Context: an optimization exercise on an open-source flow, tuned for small area. The choices shown serve that exercise and are no tape-out recipe. The RTL of this run was laid out without a check of its function. Power and IR drop assume default switching activity.

==> flow/design.v <==
`timescale 1ns / 1ps
module uart_axil_wrap #
(
    parameter ADDR_WIDTH = 32,     
    parameter DATA_WIDTH = 32      
)
(
    input wire clk,
    input wire rstn,
    input wire [ADDR_WIDTH-1:0] s_axil_awaddr,
    input wire s_axil_awvalid,
    output wire s_axil_awready,
    input wire [DATA_WIDTH-1:0] s_axil_wdata,
    input wire s_axil_wvalid,
    output wire s_axil_wready,
    output wire [1:0] s_axil_bresp,
    output wire s_axil_bvalid,
    input wire s_axil_bready,
    input wire [ADDR_WIDTH-1:0] s_axil_araddr,
    input wire s_axil_arvalid,
    output wire s_axil_arready,
    output wire [DATA_WIDTH-1:0] s_axil_rdata,
    output wire [1:0] s_axil_rresp,
    output wire s_axil_rvalid,
    input wire s_axil_rready,
    output wire [7:0] uart_tx_data,
    output wire uart_tx_start,
    input wire [7:0] uart_rx_data,
    input wire uart_rx_valid,
    input wire uart_tx_busy
);
reg wr_i1, wr_d0, wr_d1, wr_r0, wr_r1;
reg wr_is_tx, wr_is_baud;      
reg bresp_err;
reg [7:0] tx_data_reg;
reg [2:0] baud_sel;
wire aw_zero = ~|{s_axil_awaddr[ADDR_WIDTH-1:4], s_axil_awaddr[1:0]};
wire aw_tx   = aw_zero & ~s_axil_awaddr[3] & ~s_axil_awaddr[2];
wire aw_baud = aw_zero &  s_axil_awaddr[3] &  s_axil_awaddr[2];
wire wr_i0   = ~(wr_i1 | wr_d0 | wr_d1 | wr_r0 | wr_r1);
wire wr_go   = wr_d1 & s_axil_wvalid;
wire tx_load  = rstn & wr_go & wr_is_tx;
wire tx_hold  = rstn & ~(wr_go & wr_is_tx);
wire bd_load  = rstn & wr_go & wr_is_baud;
wire bd_hold  = rstn & ~(wr_go & wr_is_baud);
always @(posedge clk) begin
    wr_i1 <= rstn & (wr_i0 | (wr_i1 & ~s_axil_awvalid));
    wr_d0 <= rstn & wr_i1 & s_axil_awvalid;
    wr_d1 <= rstn & (wr_d0 | (wr_d1 & ~s_axil_wvalid));
    wr_r0 <= rstn & wr_go;
    wr_r1 <= rstn & (wr_r0 | wr_r1) & ~s_axil_bready;
    bresp_err <= rstn & (bresp_err | (wr_go & ~wr_is_tx & ~wr_is_baud));
    tx_data_reg <= ({8{tx_load}} & s_axil_wdata[7:0]) | ({8{tx_hold}} & tx_data_reg);
    baud_sel <= ({3{bd_load}} & s_axil_wdata[2:0]) | ({3{bd_hold}} & baud_sel);
    wr_is_tx <= (wr_i1 & aw_tx) | (~wr_i1 & wr_is_tx);
    wr_is_baud <= (wr_i1 & aw_baud) | (~wr_i1 & wr_is_baud);
end
assign s_axil_awready = wr_i1;
assign s_axil_wready  = wr_d1;
assign s_axil_bvalid  = wr_r1;
assign s_axil_bresp   = {bresp_err, 1'b0};
assign uart_tx_data   = tx_data_reg;
assign uart_tx_start  = wr_r0 & wr_is_tx;
reg rd_i1, rd_d, rd_r;
reg [1:0] rd_cls;              
reg [7:0] rdata_reg;
reg rresp_err;
wire ar_zero = ~|{s_axil_araddr[ADDR_WIDTH-1:4], s_axil_araddr[1:0]};
wire rd_i0   = ~(rd_i1 | rd_d | rd_r);
wire ld_rx   = rstn & rd_d & ~rd_cls[1] &  rd_cls[0];
wire ld_st   = rstn & rd_d &  rd_cls[1] & ~rd_cls[0];
wire ld_bd   = rstn & rd_d &  rd_cls[1] &  rd_cls[0];
wire rd_hold = rstn & ~rd_d;
always @(posedge clk) begin
    rd_cls <= {ar_zero & s_axil_araddr[3], ar_zero & s_axil_araddr[2]};
    rd_i1 <= rstn & (rd_i0 | (rd_i1 & ~s_axil_arvalid));
    rd_d  <= rstn & rd_i1 & s_axil_arvalid;
    rd_r  <= rstn & (rd_d | (rd_r & ~s_axil_rready));
    rdata_reg <= ({8{ld_rx}} & uart_rx_data)
               | ({8{ld_st}} & {6'b0, uart_rx_valid, uart_tx_busy})
               | ({8{ld_bd}} & {5'b0, baud_sel})
               | ({8{rd_hold}} & rdata_reg);
    rresp_err <= (rstn & rd_d & ~rd_cls[1] & ~rd_cls[0]) | (rd_hold & rresp_err);
end
assign s_axil_arready = rd_i1;
assign s_axil_rvalid  = rd_r;
assign s_axil_rdata   = {{(DATA_WIDTH-8){1'b0}}, rdata_reg};
assign s_axil_rresp   = {rresp_err, 1'b0};
endmodule
==> flow/flow/run.sh <==
#!/bin/bash
# The standard ORFS layout (standard.sh) with these changes:
#  - synthesis maps logic with an area-oriented ABC script (flow/synth.tcl);
#  - ports are buffered with buf_1 instead of the default buffer;
#  - one shared tie cell drives the constant outputs;
#  - CTS builds one cluster level without dummy loads.
set -e
here=$(pwd)
export MY_ABC_SCRIPT=$here/flow/abc.script
bash standard.sh \
  SYNTH_SCRIPT=$here/flow/synth.tcl \
  "BUFFER_PORTS_ARGS=-buffer_cell sky130_fd_sc_hd__buf_1" \
  SKIP_REPAIR_TIE_FANOUT=1 \
  "CTS_ARGS=${CTS_ARGS_OVERRIDE:--sink_clustering_enable -sink_clustering_size 50 -sink_clustering_max_diameter 300 -repair_clock_nets -dont_use_dummy_load}" \
  finish > standard.log 2>&1
==> flow/flow/abc.script <==
strash
dc2
&get -n
&dch -f
&nf -R 1000
&put
topo
==> flow/flow/synth.tcl <==
# The standard flow's synthesis script (synth_recipe.tcl) with one change: ABC maps the
# combinational logic with an area-oriented script (abc.script beside this).
proc synth {args} { yosys synth -nofsm -noshare {*}$args }
proc abc {args} {
  set i [lsearch -exact $args -script]
  if { $i >= 0 } { lset args [expr {$i + 1}] $::env(MY_ABC_SCRIPT) }
  yosys abc {*}$args
}
source $::env(SCRIPTS_DIR)/synth.tcl
# left out here: clear keep_hierarchy, flatten, clean up, hide names made inside functions, write 1_2_yosys.v
==> flow/standard.sh <==
#!/bin/bash
# synth_recipe.tcl (not shown) runs the flow's synth.tcl, then flattens the netlist and writes it again
# the make line also repeats each setting of config.mk as NAME=value (left out here)
make -C /OpenROAD-flow-scripts/flow DESIGN_CONFIG=/design/flow/config.mk WORK_HOME=/design/flow/orfs CLKGATE_MAP_FILE= SYNTH_SCRIPT=/design/flow/synth_recipe.tcl "${@:-finish}"
==> flow/config.mk <==
export PLATFORM = sky130hd
export DESIGN_NAME = uart_axil_wrap
export DESIGN_NICKNAME = uart_axil_wrap
export VERILOG_FILES = /design/flow/design.v
export SDC_FILE = /design/flow/constraint.sdc
export NUM_CORES = 4
export LEC_CHECK = 0
export CAP_MARGIN = 20
export CORE_MARGIN = 2
export CORE_UTILIZATION = 40
export SLEW_MARGIN = 20
==> flow/constraint.sdc <==
create_clock -name core_clock -period 4.0 [get_ports {clk}]
set_input_delay 0.8000 -clock core_clock [delete_from_list [all_inputs] [get_ports {clk}]]
set_output_delay 0.8000 -clock core_clock [all_outputs]
set_load 0.01 [all_outputs]
==> results.txt <==
where the power goes:
part	internal [uW]	switching, uW	total (uW)
sequential	340	8.39	349
combinational	28.5	40.0	68.4
clock	58.6	97.0	156
final cells by class:
cell class	instances	area (sq um)
fillers	362	1650
inverters	4	15.0
repair buffers	113	428
multi-input cells	80	498
well taps	46	57.6
clock buffers	5	37.5
flip-flops and latches	33	681
stage by stage:
stage	instance area, sq um	worst slack [ns]	power (uW)	hold WS (ns)
after floorplan	1400	1.93	402	0.421
after global placement	1680	1.62	425	0.426
after detailed placement	1680	1.62	425	0.431
after CTS	1720	1.95	581	0.444
after global routing	1720	1.83	606	0.456
final	1720	1.97	573	0.442
path summary, 6_finish.rpt:
check	startpoint	endpoint	slack [ns]	cells after the start
max	rstn	tx_data_reg[3]	1.97	4
min	rdata_reg[1]	rdata_reg[1]	0.44	2
max reg2reg	wr_d1	tx_data_reg[3]	2.58	3
min reg2reg	rdata_reg[1]	rdata_reg[1]	0.44	2
kinds of logic (layout without fill, tap and decap cells):
kind of cell           after synthesis  in the layout
DFF                                 33             33
other                                1              1
AOI/OAI and AO/OA                   28             28
and+or+nand+nor                     51             51
buffers and inverters               32            122
synthesized netlist by cell type (all sizes together):
master  count
a211oi      1
o21ai       1
a21oi       2
and3        3
nor2       11
o41ai       1
clkinv      4
nand3       2
edfxtp      2
nor3        2
a32o        3
dfxtp      31
a22oi       1
nand4       4
a222oi      2
and2        4
a22o       14
buf        28
o22ai       1
nand2       9
a31oi       2
nor4       16
conb        1
layer usage:
| metal | wire length (um) | vias to the layer above | part of all wire (%) | global-route usage, % |
|---|---|---|---|---|
| met5 | 0 | - | 0 | 0 |
| met4 | 40 | 0 | 1.2 | 8.15 |
| met3 | 289 | 4 | 8.5 | 3.93 |
| met2 | 1580 | 78 | 46 | 28.7 |
| met1 | 1500 | 582 | 44 | 21.9 |
| li1 | - | 696 | - | - |
critical path: stages:
cell	delay, ns
buf_1	0.29
clkinv_1	0.31
a31oi_1	0.64
a22o_1	0.26
==> results.txt <==
- In this run the worst path has a maximum fanout of 9.
- Highest clock frequency the design can meet: 0.492 GHz
- Cell row count: 21
* Most common library cell in the layout ignoring fill and taps: buf_1
- Across the run, the number of max-cap violations was 0.
* Drt pass-1 iters: 4
- Worst hold-check path type: flop to flop
* Syn avg cell area: 9.68 sq um
- Of the total synthesized cell area, the portion taken by XOR and XNOR cells is 0%.
- Synthesis produced a netlist whose cell count is 145.
- Number of I/O port buffers: 112
- Setup repair after global routing left no endpoint under its margin.
- The later pin in the worst-skew pair is clocked with a latency of 0.33 ns.
- The synthesized design contains 33 register bits.
- PwrDens: 334 nW/um^2
- Synthesized-area fraction occupied by and/or/nand/nor cells: 18.8%
* Shortest period the worst path allows: 2.03 ns
- Half-perimeter wire length of the detailed placement result: 2.77 mm
- Entering global routing, the biggest net connects 27 pins.
- Finished Core Util: 51.0%
* TritonCTS clock tree: yes
- For this design the static power due to leakage is 0.000585 uW.
* Critical path required time: 4.27 ns
* Clock skew after layout: 0.0233 ns
* Deepest clock path buffer count: 2
- After synthesis, the largest family of logic cells by area is simple AND/OR/NAND/NOR gates.
- The initial utilization of the core area, before any placement, comes to 41.7%.
* Synth cell types: 23
- Global routing used 17.5% of the available tracks.
- Cell taking the most area after synthesis: dfxtp_1
- Initial antenna violation count: 0
- Vias in the first global route: 1260
* Share of synthesized cell area in full adder, half adder and majority cells: 0%
* Setup-failing EPs final: 0
- Worst slew margin relative to its limit: 49.8%
- Synthesis produced a netlist with a net count of 258.
- Final period utilization: 50.8%
- Number of clock sinks: 33
* Worst Setup Start Kind: input pin
- The first global-routing pass estimated 5.56 mm of wire.
- Starting DRT DRC Count: 72
- The hold violation count in the final report was 0.
- Actual transition at the worst max-transition pin: 0.749 ns
- For the final routed database, the setup TNS stands at 0 ns.
- CTS-repair resized insts: 0
- Largest cells by area after synthesis: dfxtp_1 (44%), buf_4 (15%), a22o_1 (8.7%), nor4_1 (7.1%), edfxtp_1 (4.3%)
* Synthesized cell area: 1400 sq um
- Routed wire length per instance: 12.2 um
- Overflow left after global routing: 0
- Summed over its instances, the top area cell type makes up 44.2% of the synthesized netlist area.
- Remaining antenna violation count after routing: 0
- Leaving out fill and tap cells, the most frequent cells in the layout are buf_1 (112), dfxtp_1 (31), nor4_1 (16).
- The die is 63.2 um wide.
- Total number of vias: 1360
- Arrival time at the worst endpoint: 2.30 ns
- Die area: 4000 sq um
* Number of buffers created by CTS: 5
- For this run, the number of Yosys warnings is 1.
- The routed design has 3.42 mm of wire.
- Post-CTS Hold Buffers: 0
- In this run, placement finished with an instance count of 276.
- The worst setup path is of the input pin to flop kind.
* Compound-Gate Fraction of Synth Area: 16.4%
* Non-filler cells, final: 281
- Cells with a size suffix above 1 make up 2.55% of the layout.
- The flow ran to the end and the layout has no timing, DRC or antenna violations.
- Die height: 63.2 um
- Clock tree synthesis selected as its root buffer the cell clkbuf_4.
* Fraction of synthesized area in multiplexers: 0%
- During I/O placement, the number of pins put on the boundary was 163.
- Final layout net count: 350
* Sort of element at the end of the critical path: flop
* Clock transition at the registers of the reported paths: 0.09 ns
- Area growth syn-to-layout: 22.3%
- Ant. Diodes: 0
- The core region is 3360 sq um.
- The clock tree synthesis step divided the H-tree into 2 levels.
* Detailed-route DRC error count: 0
- The max-slew violation total from the final report was 0.
- VDD sags by at most 0.138 mV.
- Final estimated routing congestion in global placement: 0.792
- Of the synthesized area, sequential elements account for 48.5%.
- In this run the post-CTS setup repair buffer count came out at 0.
* Avg Vias per Cell: 4.84

[what the ideal ports hide]
In the flow no input, the clock included, has a driving cell. The finished layout below was timed again as built, in two steps.
Step 1, drivers: a clkbuf_16 drives clk and a buf_2 each remaining input, both assumed.
Step 2 adds t to the input delays and takes it off the output delays; t is the mean of the earliest and latest rising clock arrival at the registers after step 1. Input paths then give back, and output paths get back, about the clock's delay inside the block.
a / b / c = ideal / step 1 / step 2; a / b = the first two.
shift t [ns]: 0.337
setup slack, ns: 1.967 / 1.961 / 1.624
hold WS [ns]: 0.442 / 0.442 / 0.442
worst setup path at the end: input to register
slew at the worst register clock pin (ns): 0.10 / 0.10
After both steps this run still meets setup and hold. For this run, drivers alone change the setup slack by -0.006 ns; drivers and shift together by -0.343 ns.
